What follows belongs to an exercise in optimizing a design on an open flow for small area; a production flow would make more cautious choices. Only simulation tests tie the RTL to the original design; equivalence was not proved. No activity file was given, so power comes from the tool's default toggle rates.

==> inputs of wip/violet <==
Design simpcpu, start of the top module:
module simpcpu(
		input clk,
		input rst,
		input [15:0] datain,
		output [15:0] dataout,
		output [15:0] addrout,
		output datacs,
		output datawrite,
		input hold,
		output halted
	);
==> module alu, before the edit <==
module alu(
		input en,
		input [4:0] op,
		input [W-1:0] in0,
		input [W-1:0] in1,
		input [W-1:0] x0,        
		input xs0,
		input [W-1:0] x1,        
		input xs1,
		output [W-1:0] out0,
		output [W-1:0] out1,
		output nz
	);
parameter W = 16;
wire [31:0] opd = {31'd0, en} << op;
wire o_add = opd[2], o_sub = opd[3], o_shl = opd[4], o_shr = opd[5];
wire o_gth = opd[13], o_inc = opd[17], o_dec = opd[18];
wire o_gz = opd[12], o_eq = opd[14] | opd[15];
wire useb = o_add | o_sub | o_gth | o_eq;
wire inv  = o_sub | o_gth | o_eq | o_dec;
wire cin  = o_sub | o_gth | o_eq | o_inc;
wire [W-1:0] sum;
wire cout, z;
addsub #(.W(W)) add (
	.a(in0), .b(in1), .useb(useb), .inv(inv), .cin(cin),
	.s(sum), .co(cout), .z(z)
);
wire [W-1:0] sh;
wire shen, shnz;
shifter #(.W(W)) shf (
	.a(in0), .b(in1), .l(o_shl), .r(o_shr), .y(sh), .en(shen), .nz(shnz)
);
reg [3:0] lut;
always @(*) begin
	case (op)
	5'd6:  lut = 4'b1000;           
	5'd7:  lut = 4'b1110;           
	5'd8:  lut = 4'b0011;           
	5'd9:  lut = 4'b0110;           
	5'd10: lut = 4'b1010;           
	5'd11, 5'd16, 5'd19, 5'd20, 5'd21, 5'd22, 5'd23, 5'd24, 5'd25, 5'd26,
	5'd27, 5'd28, 5'd29, 5'd30, 5'd31:
	       lut = 4'b1100;           
	default: lut = 4'b0000;
	endcase
	if (!en) lut = 4'b0000;
end
wire [W-1:0] lo;
bitop #(.W(W)) bop (.a(in0), .b(in1), .lut(lut), .y(lo));
wire sumop = o_add | o_sub | o_inc | o_dec;
wire flag = opd[1] | (o_gz & ~z) | (o_gth & cout & ~z) | (o_eq & z);
assign nz = (sumop & ~z) | shnz | (|lo) | flag;
assign out0 = lo | (sum & {W{sumop}}) | (sh & {W{shen}}) | {{(W-1){1'b0}}, flag} |
              (x0 & {W{xs0}}) | (x1 & {W{xs1}});
wire pa1 = opd[10] | opd[11] | o_inc | o_dec;
wire pb1 = opd[16] | (en & (op > 5'd18));
assign out1 = (in0 & {W{pa1}}) | (in1 & {W{pb1}}) | {W{o_sub & ~cout}} |
              {{(W-1){1'b0}}, opd[1] | (o_add & cout)};
endmodule
==> module ohsel, before the edit <==
module ohsel #(
		parameter W = 16,
		parameter N = 8
	) (
		input [N-1:0] oh,
		input [W*N-1:0] v,
		output [W-1:0] y
	);
integer j;
reg [W-1:0] t;
always @(*) begin
	t = {W{1'b0}};
	for (j = 0; j < N; j = j + 1)
		t = t | (v[j*W +: W] & {W{oh[j]}});
end
assign y = t;
endmodule
export LEC_CHECK = 0
export CAP_MARGIN = 20
export CORE_MARGIN = 2
export CORE_UTILIZATION = 40
export PLACE_DENSITY = 0.6
export SETUP_SLACK_MARGIN = 0.15
export SLEW_MARGIN = 20
export SYNTH_HIERARCHICAL = 1
create_clock -name core_clock -period 12.0 [get_ports {clk}]
standard.sh (not shown) runs the stock make flow with config.mk's settings and CLKGATE_MAP_FILE= SYNTH_SCRIPT=/design/flow/synth_recipe.tcl, a recipe that flattens the netlist after the stock synthesis.
==> flow/flow/run.sh <==
#!/bin/bash
# Own layout flow: the standard flow (standard.sh, unchanged synthesis) with
# a few settings changed through the environment the ORFS scripts read:
#  - every input and output port is still buffered, with sky130_fd_sc_hd__buf_2
#    (the default picks clkdlybuf4s50_1, a slow delay buffer)
#  - clock tree synthesis clusters up to 30 sinks within 100 um per leaf buffer
#    and adds no dummy loads
#  - placement, resizing, CTS and global routing see a max fanout of 50
#    (flow/fanout.tcl), so buffer trees split the stacks' wide select nets
# The make output goes to standard.log; each ORFS step logs under orfs/logs.
set -euo pipefail
here=$(pwd)
export BUFFER_PORTS_ARGS="-buffer_cell sky130_fd_sc_hd__buf_2"
export CTS_ARGS="-sink_clustering_enable -repair_clock_nets -sink_clustering_size 30 -sink_clustering_max_diameter 100 -dont_use_dummy_load"
for step in GLOBAL_PLACE RESIZE CTS GLOBAL_ROUTE; do
	export PRE_${step}_TCL="$here/flow/fanout.tcl"
done
bash standard.sh > standard.log 2>&1
==> flow/flow/fanout.tcl <==
set_max_fanout 50 [current_design]
==> inputs of wip/xenon, as changes to wip/violet <==
--- a/flow/design.v
+++ b/flow/design.v
@@ -1,10 +1,12 @@
 module alu(
 		input en,
 		input [4:0] op,
 		input [W-1:0] in0,
 		input [W-1:0] in1,
+		input [W-1:0] in1r,      
+		input p,
 		input [W-1:0] x0,        
 		input xs0,
 		input [W-1:0] x1,        
 		input xs1,
 		output [W-1:0] out0,
@@ -20,11 +22,11 @@
 wire inv  = o_sub | o_gth | o_eq | o_dec;
 wire cin  = o_sub | o_gth | o_eq | o_inc;
 wire [W-1:0] sum;
 wire cout, z;
 addsub #(.W(W)) add (
-	.a(in0), .b(in1), .useb(useb), .inv(inv), .cin(cin),
+	.a(in0), .b(in1r), .useb(useb), .inv(inv ^ (p & useb)), .cin(cin),
 	.s(sum), .co(cout), .z(z)
 );
 wire [W-1:0] sh;
 wire shen, shnz;
 shifter #(.W(W)) shf (
@@ -43,17 +45,21 @@
 	       lut = 4'b1100;           
 	default: lut = 4'b0000;
 	endcase
 	if (!en) lut = 4'b0000;
 end
-wire [W-1:0] lo;
-bitop #(.W(W)) bop (.a(in0), .b(in1), .lut(lut), .y(lo));
+wire [W-1:0] lon;                        
+bitop #(.W(W)) bop (.a(in0), .b(in1), .lut(~lut), .y(lon));
 wire sumop = o_add | o_sub | o_inc | o_dec;
 wire flag = opd[1] | (o_gz & ~z) | (o_gth & cout & ~z) | (o_eq & z);
-assign nz = (sumop & ~z) | shnz | (|lo) | flag;
-assign out0 = lo | (sum & {W{sumop}}) | (sh & {W{shen}}) | {{(W-1){1'b0}}, flag} |
-              (x0 & {W{xs0}}) | (x1 & {W{xs1}});
+assign nz = (sumop & ~z) | shnz | ~(&lon) | flag;
+wire [W-1:0] o0;
+aomux #(.W(W)) om (
+	.lon(lon), .a(sum), .sa(sumop), .b(sh), .sb(shen),
+	.c(x0), .sc(xs0), .d(x1), .sd(xs1), .y(o0)
+);
+assign out0 = o0 | {{(W-1){1'b0}}, flag};
 wire pa1 = opd[10] | opd[11] | o_inc | o_dec;
 wire pb1 = opd[16] | (en & (op > 5'd18));
 assign out1 = (in0 & {W{pa1}}) | (in1 & {W{pb1}}) | {W{o_sub & ~cout}} |
               {{(W-1){1'b0}}, opd[1] | (o_add & cout)};
 endmodule
@@ -139,10 +145,26 @@
 		wire xr = (i + K < W) ? x[(i + K < W) ? i + K : 0] : INV[0];
 		assign y[i] = ~((sl & xl) | (sr & xr) | (sn & x[i]));
 	end
 endgenerate
 endmodule
+module aomux #(
+		parameter W = 16
+	) (
+		input [W-1:0] lon,
+		input [W-1:0] a,
+		input sa,
+		input [W-1:0] b,
+		input sb,
+		input [W-1:0] c,
+		input sc,
+		input [W-1:0] d,
+		input sd,
+		output [W-1:0] y
+	);
+assign y = ~(lon & ~((a & {W{sa}}) | (b & {W{sb}})) & ~((c & {W{sc}}) | (d & {W{sd}})));
+endmodule
 module bitop #(
 		parameter W = 16
 	) (
 		input [W-1:0] a,
 		input [W-1:0] b,
@@ -169,11 +191,12 @@
 		input r1,
 		input [W-1:0] in0,
 		input [W-1:0] in1,
 		input [7:0] dsel_oh,     
 		output [W-1:0] r0out,
-		output [W-1:0] r1out
+		output [W-1:0] r1out,
+		output [W-1:0] r1raw      
 	);
 reg [W-1:0] vals [D-1:0];
 wire [W-1:0] pw = {W{p}};
 wire [W-1:0] in0p = in0 ^ pw;
 wire [W-1:0] in1p = in1 ^ pw;
@@ -185,12 +208,14 @@
 			.oh(dsel_oh),
 			.v({vals[7], vals[6], vals[5], vals[4], vals[3], vals[2], vals[1], vals[0]}),
 			.y(r1s)
 		);
 		assign r1out = r1s ^ pw;
+		assign r1raw = r1s;
 	end else begin : nord1
 		assign r1out = {W{1'b0}};
+		assign r1raw = {W{1'b0}};
 	end
 endgenerate
 genvar i;
 generate
 	for (i = 0; i < D; i = i + 1) begin : e
@@ -209,18 +234,25 @@
 	) (
 		input [N-1:0] oh,
 		input [W*N-1:0] v,
 		output [W-1:0] y
 	);
-integer j;
-reg [W-1:0] t;
-always @(*) begin
-	t = {W{1'b0}};
-	for (j = 0; j < N; j = j + 1)
-		t = t | (v[j*W +: W] & {W{oh[j]}});
-end
-assign y = t;
+wire [W-1:0] g0, g1, g2;
+aoi3 #(.W(W)) a0 (.s(oh[2:0]), .v(v[3*W-1:0]), .y(g0));
+aoi3 #(.W(W)) a1 (.s(oh[5:3]), .v(v[6*W-1:3*W]), .y(g1));
+aoi3 #(.W(W)) a2 (.s({1'b0, oh[7:6]}), .v({{W{1'b0}}, v[8*W-1:6*W]}), .y(g2));
+assign y = ~(g0 & g1 & g2);
+endmodule
+module aoi3 #(
+		parameter W = 16
+	) (
+		input [2:0] s,
+		input [3*W-1:0] v,
+		output [W-1:0] y
+	);
+assign y = ~((v[W-1:0] & {W{s[0]}}) | (v[2*W-1:W] & {W{s[1]}}) |
+             (v[3*W-1:2*W] & {W{s[2]}}));
 endmodule
 module simpcpu(
 		input clk,
 		input rst,
 		input [15:0] datain,
@@ -258,17 +290,19 @@
 wire i_cst = f2 & mdec[11];
 wire i_lit = f2 & mdec[1];
 wire i_alu = f2 & (mdec[4] | mdec[5] | mdec[6] | mdec[7] | mdec[8] | mdec[10]);
 wire [2:0] dsel  = f2 ? datain[14:12] : opq[5:3];
 wire [2:0] dmode = (i_alu | i_cst) ? datain[11:9] : sec ? opq[2:0] : 3'd0;
-wire [15:0] d0out, d1out, c0out, a0out, a1out;
+wire [15:0] d0out, d1out, d1raw, c0out, a0out, a1out;
 wire a0nz;
 alu thealu (
 	.en(i_alu),
 	.op(datain[8:4]),
 	.in0(d0out),
 	.in1(d1out),
+	.in1r(d1raw),
+	.p(pol),
 	.x0(c0out), .xs0(i_cst),
 	.x1(datain), .xs1(lit2 | din2),
 	.out0(a0out),
 	.out1(a1out),
 	.nz(a0nz)
@@ -334,11 +368,11 @@
 	.clk(clk),
 	.p(pol),
 	.k(dk), .u(du), .d(dd), .r1(go & m_rep2),
 	.in0(d0in), .in1(d1in),
 	.dsel_oh(8'd1 << dsel),
-	.r0out(d0out), .r1out(d1out)
+	.r0out(d0out), .r1out(d1out), .r1raw(d1raw)
 );
 wire [1:0] cmode = i_cst ? datain[5:4] : (i_cal | i_pls) ? 2'd1 :
                    (i_crt | i_ret) ? 2'd2 : 2'd0;
 wire c_push = cmode == 2'd1;
 wire c_pop  = cmode == 2'd2;
@@ -356,11 +390,11 @@
 	.clk(clk),
 	.p(pol),
 	.k(ck), .u(cu), .d(cd), .r1(1'b0),
 	.in0(c0in), .in1(16'd0),
 	.dsel_oh(8'd0),
-	.r0out(c0out), .r1out()
+	.r0out(c0out), .r1out(), .r1raw()
 );
 always @(posedge clk) begin
 	if (rst) begin
 		st <= S_F1;
 	end else if (!hold) begin
==> flow/flow/run.sh (replaced) <==
#!/bin/bash
# Own layout flow: the standard flow (standard.sh, unchanged synthesis) with
# a few settings changed through the environment the ORFS scripts read:
#  - every input and output port is still buffered, with sky130_fd_sc_hd__buf_2
#    (the default picks clkdlybuf4s50_1, a slow delay buffer)
#  - clock tree synthesis clusters up to 27 sinks within 90 um per leaf buffer
#    and adds no dummy loads
#  - placement, resizing, CTS and global routing see a max fanout of 50
#    (flow/fanout.tcl), so buffer trees split the stacks' wide select nets
# The make output goes to standard.log; each ORFS step logs under orfs/logs.
set -euo pipefail
here=$(pwd)
export BUFFER_PORTS_ARGS="-buffer_cell sky130_fd_sc_hd__buf_2"
export CTS_ARGS="-sink_clustering_enable -repair_clock_nets -sink_clustering_size 27 -sink_clustering_max_diameter 90 -dont_use_dummy_load"
for step in GLOBAL_PLACE RESIZE CTS GLOBAL_ROUTE; do
	export PRE_${step}_TCL="$here/flow/fanout.tcl"
done
bash standard.sh > standard.log 2>&1
--- a/flow/config.mk
+++ b/flow/config.mk
@@ -7,8 +7,8 @@
 export LEC_CHECK = 0
 export CAP_MARGIN = 20
 export CORE_MARGIN = 2
 export CORE_UTILIZATION = 40
 export PLACE_DENSITY = 0.6
-export SETUP_SLACK_MARGIN = 0.15
+export SETUP_SLACK_MARGIN = 0.05
 export SLEW_MARGIN = 20
 export SYNTH_HIERARCHICAL = 1
==> inputs of wip/garnet, as changes to wip/violet <==
==> flow/design.v (replaced) <==
module alu(
		input en,                
		input [4:0] op,
		input [W-1:0] in0,
		input [W-1:0] in1,
		output [W-1:0] out0,
		output [W-1:0] out1,
		output nz                
	);
parameter W = 16;
wire [31:0] opd = {31'd0, en} << op;
wire o_add = opd[2], o_sub = opd[3], o_shl = opd[4], o_shr = opd[5];
wire o_gth = opd[13], o_inc = opd[17], o_dec = opd[18];
wire o_gz = opd[12], o_eq = opd[14] | opd[15];
wire useb = o_add | o_sub | o_gth | o_eq;
wire inv  = o_sub | o_gth | o_eq | o_dec;
wire cin  = o_sub | o_gth | o_eq | o_inc;
wire [W-1:0] bop = (in1 & {W{useb}}) ^ {W{inv}};
wire [W-1:0] sum;
wire [4:0] cb;                           
wire [3:0] zb;                           
assign cb[0] = cin;
addc #(.N(4)) add_0 (.a(in0[3:0]), .b(bop[3:0]), .ci(cin), .s(sum[3:0]), .co(cb[1]));
assign zb[0] = ~|sum[3:0];
genvar i;
generate
	for (i = 1; i < 4; i = i + 1) begin : blk
		wire [3:0] s0, s1;
		wire c0, c1;
		addc #(.N(4)) add_a (.a(in0[4*i+3:4*i]), .b(bop[4*i+3:4*i]), .ci(1'b0), .s(s0), .co(c0));
		addc #(.N(4)) add_b (.a(in0[4*i+3:4*i]), .b(bop[4*i+3:4*i]), .ci(1'b1), .s(s1), .co(c1));
		assign sum[4*i+3:4*i] = cb[i] ? s1 : s0;
		assign cb[i+1] = cb[i] ? c1 : c0;
		assign zb[i] = cb[i] ? ~|s1 : ~|s0;
	end
endgenerate
wire cout = cb[4];
wire z = &zb;
wire big = |in1[W-1:4];
wire [W-1:0] x, t, rt;
generate
	for (i = 0; i < W; i = i + 1) begin : r
		assign x[i] = o_shr ? in0[W-1-i] : in0[i];
		assign rt[i] = t[W-1-i];
	end
endgenerate
assign t = x << in1[3:0];
wire shl_en = o_shl & ~big;
wire shr_en = o_shr & ~big;
reg [3:0] lut;
always @(*) begin
	case (op)
	5'd6:  lut = 4'b1000;           
	5'd7:  lut = 4'b1110;           
	5'd8:  lut = 4'b0011;           
	5'd9:  lut = 4'b0110;           
	5'd10: lut = 4'b1010;           
	5'd11, 5'd16, 5'd19, 5'd20, 5'd21, 5'd22, 5'd23, 5'd24, 5'd25, 5'd26,
	5'd27, 5'd28, 5'd29, 5'd30, 5'd31:
	       lut = 4'b1100;           
	default: lut = 4'b0000;
	endcase
	if (!en) lut = 4'b0000;
end
wire [W-1:0] lo;
generate
	for (i = 0; i < W; i = i + 1) begin : l
		assign lo[i] = lut[{in0[i], in1[i]}];
	end
endgenerate
wire sumop = o_add | o_sub | o_inc | o_dec;
wire flag = opd[1] | (o_gz & ~z) | (o_gth & cout & ~z) | (o_eq & z);
assign nz = (sumop & ~z) | ((shl_en | shr_en) & (|t)) | (|lo) | flag;
assign out0 = lo | (sum & {W{sumop}}) |
              (t & {W{shl_en}}) | (rt & {W{shr_en}}) | {{(W-1){1'b0}}, flag};
wire pa1 = opd[10] | opd[11] | o_inc | o_dec;
wire pb1 = opd[16] | (en & (op > 5'd18));
assign out1 = (in0 & {W{pa1}}) | (in1 & {W{pb1}}) | {W{o_sub & ~cout}} |
              {{(W-1){1'b0}}, opd[1] | (o_add & cout)};
endmodule
module addc #(
		parameter N = 8
	) (
		input [N-1:0] a,
		input [N-1:0] b,
		input ci,
		output [N-1:0] s,
		output co
	);
wire [N:0] c;
assign c[0] = ci;
genvar i;
generate
	for (i = 0; i < N; i = i + 1) begin : b_
		assign s[i] = a[i] ^ b[i] ^ c[i];
		assign c[i+1] = (a[i] & b[i]) | (c[i] & (a[i] ^ b[i]));
	end
endgenerate
assign co = c[N];
endmodule
module astack #(
		parameter W = 16,
		parameter D = 16,
		parameter SEL = 1        
	) (
		input clk,
		input p,
		input [D-1:0] k,
		input [D-1:0] u,
		input [D-1:0] d,
		input r1,
		input [W-1:0] in0,
		input [W-1:0] in1,
		input [7:0] dsel_oh,     
		output [W-1:0] r0out,
		output [W-1:0] r1out
	);
reg [W-1:0] vals [D-1:0];
wire [W-1:0] pw = {W{p}};
wire [W-1:0] in0p = in0 ^ pw;
wire [W-1:0] in1p = in1 ^ pw;
assign r0out = vals[0] ^ pw;
generate
	if (SEL) begin : rd1
		wire [W-1:0] r1s;
		ohsel #(.W(W), .N(8)) sel (
			.oh(dsel_oh),
			.v({vals[7], vals[6], vals[5], vals[4], vals[3], vals[2], vals[1], vals[0]}),
			.y(r1s)
		);
		assign r1out = r1s ^ pw;
	end else begin : nord1
		assign r1out = {W{1'b0}};
	end
endgenerate
genvar i;
generate
	for (i = 0; i < D; i = i + 1) begin : e
		wire [W-1:0] above = (i == 0) ? in0p : vals[(i == 0) ? 0 : i - 1];
		wire [W-1:0] below = (i == D - 1) ? {W{1'b0}} : vals[(i == D - 1) ? i : i + 1];
		wire [W-1:0] extra = (i == 1 && SEL) ? (in1p & {W{r1}}) : {W{1'b0}};
		always @(posedge clk)
			vals[i] <= ~((vals[i] & {W{k[i]}}) | (above & {W{u[i]}}) |
			             (below & {W{d[i]}}) | extra);
	end
endgenerate
endmodule
module ohsel #(
		parameter W = 16,
		parameter N = 8
	) (
		input [N-1:0] oh,
		input [W*N-1:0] v,
		output [W-1:0] y
	);
integer j;
reg [W-1:0] t;
always @(*) begin
	t = {W{1'b0}};
	for (j = 0; j < N; j = j + 1)
		t = t | (v[j*W +: W] & {W{oh[j]}});
end
assign y = t;
endmodule
module simpcpu(
		input clk,
		input rst,
		input [15:0] datain,
		output [15:0] dataout,
		output [15:0] addrout,
		output datacs,
		output datawrite,
		input hold,
		output halted
	);
localparam S_F1 = 3'd0, S_F2 = 3'd1, S_LIT = 3'd2, S_DIN = 3'd3,
           S_DOUT = 3'd4, S_HLT = 3'd5, S_FW = 3'd6;
reg [2:0] st;
reg [15:0] ip;
reg [5:0] opq;
reg pol;                     
wire f1   = (st == S_F1);
wire fw   = (st == S_FW);
wire f2   = (st == S_F2);
wire lit2 = (st == S_LIT);
wire din2 = (st == S_DIN);
wire dout2 = (st == S_DOUT);
wire hlt  = (st == S_HLT);
wire sec  = lit2 | din2 | dout2;
wire [3:0] mop = datain[3:0];
wire [15:0] mdec = 16'd1 << mop;
wire i_rd  = f2 & mdec[2];
wire i_wr  = f2 & mdec[3];
wire i_crt = f2 & mdec[5];
wire i_jmn = f2 & mdec[6];
wire i_cal = f2 & mdec[7];
wire i_ret = f2 & mdec[8];
wire i_hlt = f2 & mdec[9];
wire i_pls = f2 & mdec[10];
wire i_cst = f2 & mdec[11];
wire i_lit = f2 & mdec[1];
wire i_alu = f2 & (mdec[4] | mdec[5] | mdec[6] | mdec[7] | mdec[8] | mdec[10]);
wire [2:0] dsel  = f2 ? datain[14:12] : opq[5:3];
wire [2:0] dmode = (i_alu | i_cst) ? datain[11:9] : sec ? opq[2:0] : 3'd0;
wire [15:0] d0out, d1out, c0out, a0out, a1out;
wire a0nz;
wire [15:0] ipinc = ip + 16'd1;
alu thealu (
	.en(i_alu),
	.op(datain[8:4]),
	.in0(d0out),
	.in1(d1out),
	.out0(a0out),
	.out1(a1out),
	.nz(a0nz)
);
wire taken = i_crt & a0nz;
wire memop = i_rd | i_wr | dout2;
wire s_d  = memop | i_jmn | i_cal;
wire s_c  = i_ret | taken;
wire s_ip = f1 | hlt | i_hlt;
wire s_inc = ~(s_d | s_c | s_ip);
assign addrout = (ip & {16{s_ip}}) | (ipinc & {16{s_inc}}) |
                 (d0out & {16{s_d}}) | (c0out & {16{s_c}});
wire go = ~hold & ~rst;
wire ipk = ~rst & (hold | memop);
wire ipa = go & ~memop;
assign dataout = d1out;
assign datawrite = i_wr | dout2;
assign halted = hlt;
assign datacs = 1'b1;
wire m_push = dmode == 3'd1;
wire m_pop  = dmode == 3'd2;
wire m_rep1 = dmode == 3'd3;
wire m_rep2 = dmode == 3'd4;
wire m_poprep = dmode == 3'd5;
wire m_bub  = dmode == 3'd6;
wire m_w0 = m_push | m_rep1 | m_rep2 | m_poprep | m_bub;
wire [15:0] dk, du, dd;
genvar i;
generate
	for (i = 0; i < 16; i = i + 1) begin : ds
		wire up, dn;
		if (i == 0) begin
			assign up = m_w0;
			assign dn = m_pop;
		end else if (i == 1) begin
			assign up = m_push | (m_bub & (dsel != 3'd0));
			assign dn = m_pop | m_poprep;
		end else if (i < 8) begin
			assign up = m_push | (m_bub & (dsel >= i));
			assign dn = m_pop | m_poprep;
		end else if (i < 15) begin
			assign up = m_push;
			assign dn = m_pop | m_poprep;
		end else begin
			assign up = m_push;
			assign dn = 1'b0;
		end
		assign du[i] = go & up;
		assign dd[i] = go & dn;
		assign dk[i] = ~rst & ~(go & (up | dn | (i == 1 && m_rep2)));
	end
endgenerate
wire [15:0] d0in = a0out | (c0out & {16{i_cst}}) |
                   (datain & {16{lit2 | din2}});
wire [15:0] d1in = a1out;
astack #(.W(16), .D(16)) datstack (
	.clk(clk),
	.p(pol),
	.k(dk), .u(du), .d(dd), .r1(go & m_rep2),
	.in0(d0in), .in1(d1in),
	.dsel_oh(8'd1 << dsel),
	.r0out(d0out), .r1out(d1out)
);
wire [1:0] cmode = i_cst ? datain[5:4] : (i_cal | i_pls) ? 2'd1 :
                   (i_crt | i_ret) ? 2'd2 : 2'd0;
wire c_push = cmode == 2'd1;
wire c_pop  = cmode == 2'd2;
wire c_rep  = cmode == 2'd3;
wire [15:0] ck, cu, cd;
generate
	for (i = 0; i < 16; i = i + 1) begin : cs
		wire dn = (i == 15) ? 1'b0 : c_pop;
		assign cu[i] = go & (c_push | (i == 0 && c_rep));
		assign cd[i] = go & dn;
		assign ck[i] = ~rst & ~(cu[i] | cd[i]);
	end
endgenerate
wire [15:0] c0in = (ipinc & {16{i_cal}}) | (ip & {16{i_pls}});
astack #(.W(16), .D(16), .SEL(0)) callstack (
	.clk(clk),
	.p(pol),
	.k(ck), .u(cu), .d(cd), .r1(1'b0),
	.in0(c0in), .in1(16'd0),
	.dsel_oh(8'd0),
	.r0out(c0out), .r1out()
);
always @(posedge clk) begin
	if (rst) begin
		st <= S_F1;
	end else if (!hold) begin
		case (st)
		S_F2: st <= mdec[1] ? S_LIT : mdec[2] ? S_DIN : mdec[3] ? S_DOUT :
		            mdec[9] ? S_HLT : S_F2;
		S_DOUT: st <= S_FW;
		S_HLT: st <= S_HLT;
		default: st <= S_F2;
		endcase
	end
	pol <= rst | ~pol;
	ip <= (ip & {16{ipk}}) | (addrout & {16{ipa}});
	if (!hold && f2)
		opq <= {datain[14:12], datain[11:9]};
end
endmodule
==> flow/flow/run.sh (replaced) <==
#!/bin/bash
# Own layout flow: the standard flow (standard.sh, unchanged synthesis) with
# two settings changed through the environment the ORFS scripts read:
#  - every input and output port is still buffered, with sky130_fd_sc_hd__buf_2
#    (the default picks clkdlybuf4s50_1, a slow delay buffer)
#  - clock tree synthesis clusters up to 30 sinks within 100 um per leaf buffer
#    and adds no dummy loads
# The make output goes to standard.log; each ORFS step logs under orfs/logs.
set -euo pipefail
export BUFFER_PORTS_ARGS="-buffer_cell sky130_fd_sc_hd__buf_2"
export CTS_ARGS="-sink_clustering_enable -repair_clock_nets -sink_clustering_size 30 -sink_clustering_max_diameter 100 -dont_use_dummy_load"
bash standard.sh > standard.log 2>&1
removed: flow/flow/fanout.tcl
==> inputs of wip/willow, as changes to wip/violet <==
--- a/flow/design.v
+++ b/flow/design.v
@@ -43,17 +43,21 @@
 	       lut = 4'b1100;           
 	default: lut = 4'b0000;
 	endcase
 	if (!en) lut = 4'b0000;
 end
-wire [W-1:0] lo;
-bitop #(.W(W)) bop (.a(in0), .b(in1), .lut(lut), .y(lo));
+wire [W-1:0] lon;                        
+bitop #(.W(W)) bop (.a(in0), .b(in1), .lut(~lut), .y(lon));
 wire sumop = o_add | o_sub | o_inc | o_dec;
 wire flag = opd[1] | (o_gz & ~z) | (o_gth & cout & ~z) | (o_eq & z);
-assign nz = (sumop & ~z) | shnz | (|lo) | flag;
-assign out0 = lo | (sum & {W{sumop}}) | (sh & {W{shen}}) | {{(W-1){1'b0}}, flag} |
-              (x0 & {W{xs0}}) | (x1 & {W{xs1}});
+assign nz = (sumop & ~z) | shnz | ~(&lon) | flag;
+wire [W-1:0] o0;
+aomux #(.W(W)) om (
+	.lon(lon), .a(sum), .sa(sumop), .b(sh), .sb(shen),
+	.c(x0), .sc(xs0), .d(x1), .sd(xs1), .y(o0)
+);
+assign out0 = o0 | {{(W-1){1'b0}}, flag};
 wire pa1 = opd[10] | opd[11] | o_inc | o_dec;
 wire pb1 = opd[16] | (en & (op > 5'd18));
 assign out1 = (in0 & {W{pa1}}) | (in1 & {W{pb1}}) | {W{o_sub & ~cout}} |
               {{(W-1){1'b0}}, opd[1] | (o_add & cout)};
 endmodule
@@ -139,10 +143,26 @@
 		wire xr = (i + K < W) ? x[(i + K < W) ? i + K : 0] : INV[0];
 		assign y[i] = ~((sl & xl) | (sr & xr) | (sn & x[i]));
 	end
 endgenerate
 endmodule
+module aomux #(
+		parameter W = 16
+	) (
+		input [W-1:0] lon,
+		input [W-1:0] a,
+		input sa,
+		input [W-1:0] b,
+		input sb,
+		input [W-1:0] c,
+		input sc,
+		input [W-1:0] d,
+		input sd,
+		output [W-1:0] y
+	);
+assign y = ~(lon & ~((a & {W{sa}}) | (b & {W{sb}})) & ~((c & {W{sc}}) | (d & {W{sd}})));
+endmodule
 module bitop #(
 		parameter W = 16
 	) (
 		input [W-1:0] a,
 		input [W-1:0] b,
@@ -209,18 +229,25 @@
 	) (
 		input [N-1:0] oh,
 		input [W*N-1:0] v,
 		output [W-1:0] y
 	);
-integer j;
-reg [W-1:0] t;
-always @(*) begin
-	t = {W{1'b0}};
-	for (j = 0; j < N; j = j + 1)
-		t = t | (v[j*W +: W] & {W{oh[j]}});
-end
-assign y = t;
+wire [W-1:0] g0, g1, g2;
+aoi3 #(.W(W)) a0 (.s(oh[2:0]), .v(v[3*W-1:0]), .y(g0));
+aoi3 #(.W(W)) a1 (.s(oh[5:3]), .v(v[6*W-1:3*W]), .y(g1));
+aoi3 #(.W(W)) a2 (.s({1'b0, oh[7:6]}), .v({{W{1'b0}}, v[8*W-1:6*W]}), .y(g2));
+assign y = ~(g0 & g1 & g2);
+endmodule
+module aoi3 #(
+		parameter W = 16
+	) (
+		input [2:0] s,
+		input [3*W-1:0] v,
+		output [W-1:0] y
+	);
+assign y = ~((v[W-1:0] & {W{s[0]}}) | (v[2*W-1:W] & {W{s[1]}}) |
+             (v[3*W-1:2*W] & {W{s[2]}}));
 endmodule
 module simpcpu(
 		input clk,
 		input rst,
 		input [15:0] datain,
--- a/flow/config.mk
+++ b/flow/config.mk
@@ -7,8 +7,8 @@
 export LEC_CHECK = 0
 export CAP_MARGIN = 20
 export CORE_MARGIN = 2
 export CORE_UTILIZATION = 40
 export PLACE_DENSITY = 0.6
-export SETUP_SLACK_MARGIN = 0.15
+export SETUP_SLACK_MARGIN = 0.05
 export SLEW_MARGIN = 20
 export SYNTH_HIERARCHICAL = 1
==> impl_metrics.json <==
{
  "powerDensity_mw_per_mm2": 158,
  "utilization_pct": 43.2,
  "die_x_um": 245,
  "top_usage_layer": "met1",
  "layoutNonFillerInstCount": 2773,
  "via_per_inst": 6.98,
  "seq-power_mw": 2.17,
  "highest_layer": "met4",
  "place.gp.congestion": 0.963,
  "status": "timing/DRC/antenna clean",
  "path_delay_family": "adder cells",
  "dieArea_mm2": 0.0599,
  "reg_top3": "callstack.vals x256, datstack.vals x256, dp.ip x16",
  "num-clock-buffers": 26,
  "worst_pin_slew_ns": 1.24,
  "fin_ws_ns": 0.433
}
That was wip/xenon.
==> impl_metrics.json <==
{
  "fin_ws_ns": 0.412,
  "layoutNonFillerInstCount": 2776,
  "utilization_pct": 43.2,
  "status": "timing/DRC/antenna clean",
  "powerDensity_mw_per_mm2": 157,
  "reg_top3": "callstack.vals x256, datstack.vals x256, dp.ip x16",
  "place.gp.congestion": 0.951,
  "path_delay_family": "adder cells",
  "num-clock-buffers": 23,
  "worst_pin_slew_ns": 1.10,
  "cp_max_fo": 8,
  "seq-power_mw": 2.17,
  "highest_layer": "met5"
}
That was wip/violet.
==> impl_metrics.json <==
{
  "reg_top3": "callstack.vals x256, datstack.vals x256, ip x16",
  "worst_pin_slew_ns": 1.13,
  "seq_cells": 538,
  "powerDensity_mw_per_mm2": 156,
  "num-clock-buffers": 24,
  "power-top-group": "sequential cells",
  "highest_layer": "met5",
  "seq-power_mw": 2.19,
  "die_x_um": 249,
  "status": "timing/DRC/antenna clean",
  "path_delay_family": "simple AND/OR/NAND/NOR gates",
  "layoutNonFillerInstCount": 2957,
  "via_per_inst": 6.98,
  "utilization_pct": 43.5,
  "path_clk_slew_ns": 0.08
}
That was wip/garnet.
==> impl_metrics.json <==
{
  "dieArea_mm2": 0.0599,
  "highest_layer": "met4",
  "reg_top3": "callstack.vals x256, datstack.vals x256, dp.ip x16",
  "fin_ws_ns": 0.369,
  "place.gp.congestion": 0.969,
  "utilization_pct": 43.6,
  "powerDensity_mw_per_mm2": 156,
  "num-clock-buffers": 23,
  "via_per_inst": 6.92,
  "status": "timing/DRC/antenna clean"
}
That was wip/willow.

-- what the ideal ports hide --
In the flow no input, the clock included, has a driving cell. The finished layouts below were timed again as built, in two steps. Step 1, drivers: a clkbuf_16 drives clk and a buf_2 each remaining input, both assumed. Step 2 times the ports against the registers' clock, not the clock port: input delays grow and output delays shrink by t, the midpoint of the rising clock arrivals with the driver on. a / b / c = ideal ports / drivers / drivers and shift; a / b = the first two.
run | t (ns) | setup WS [ns] | pins driven straight from the clock port
wip/violet | 0.607 | 0.412 / 0.373 / 0.373 | 1
wip/xenon | 0.605 | 0.433 / 0.402 / 0.402 | 1
wip/garnet | 0.613 | 0.387 / 0.307 / 0.307 | 1
wip/willow | 0.603 | 0.369 / 0.308 / 0.308 | 1
After both steps setup and hold are still met in every run listed. The setup slack of wip/garnet, which loses most, moves by -0.080 ns with the drivers and by -0.080 ns with both steps.
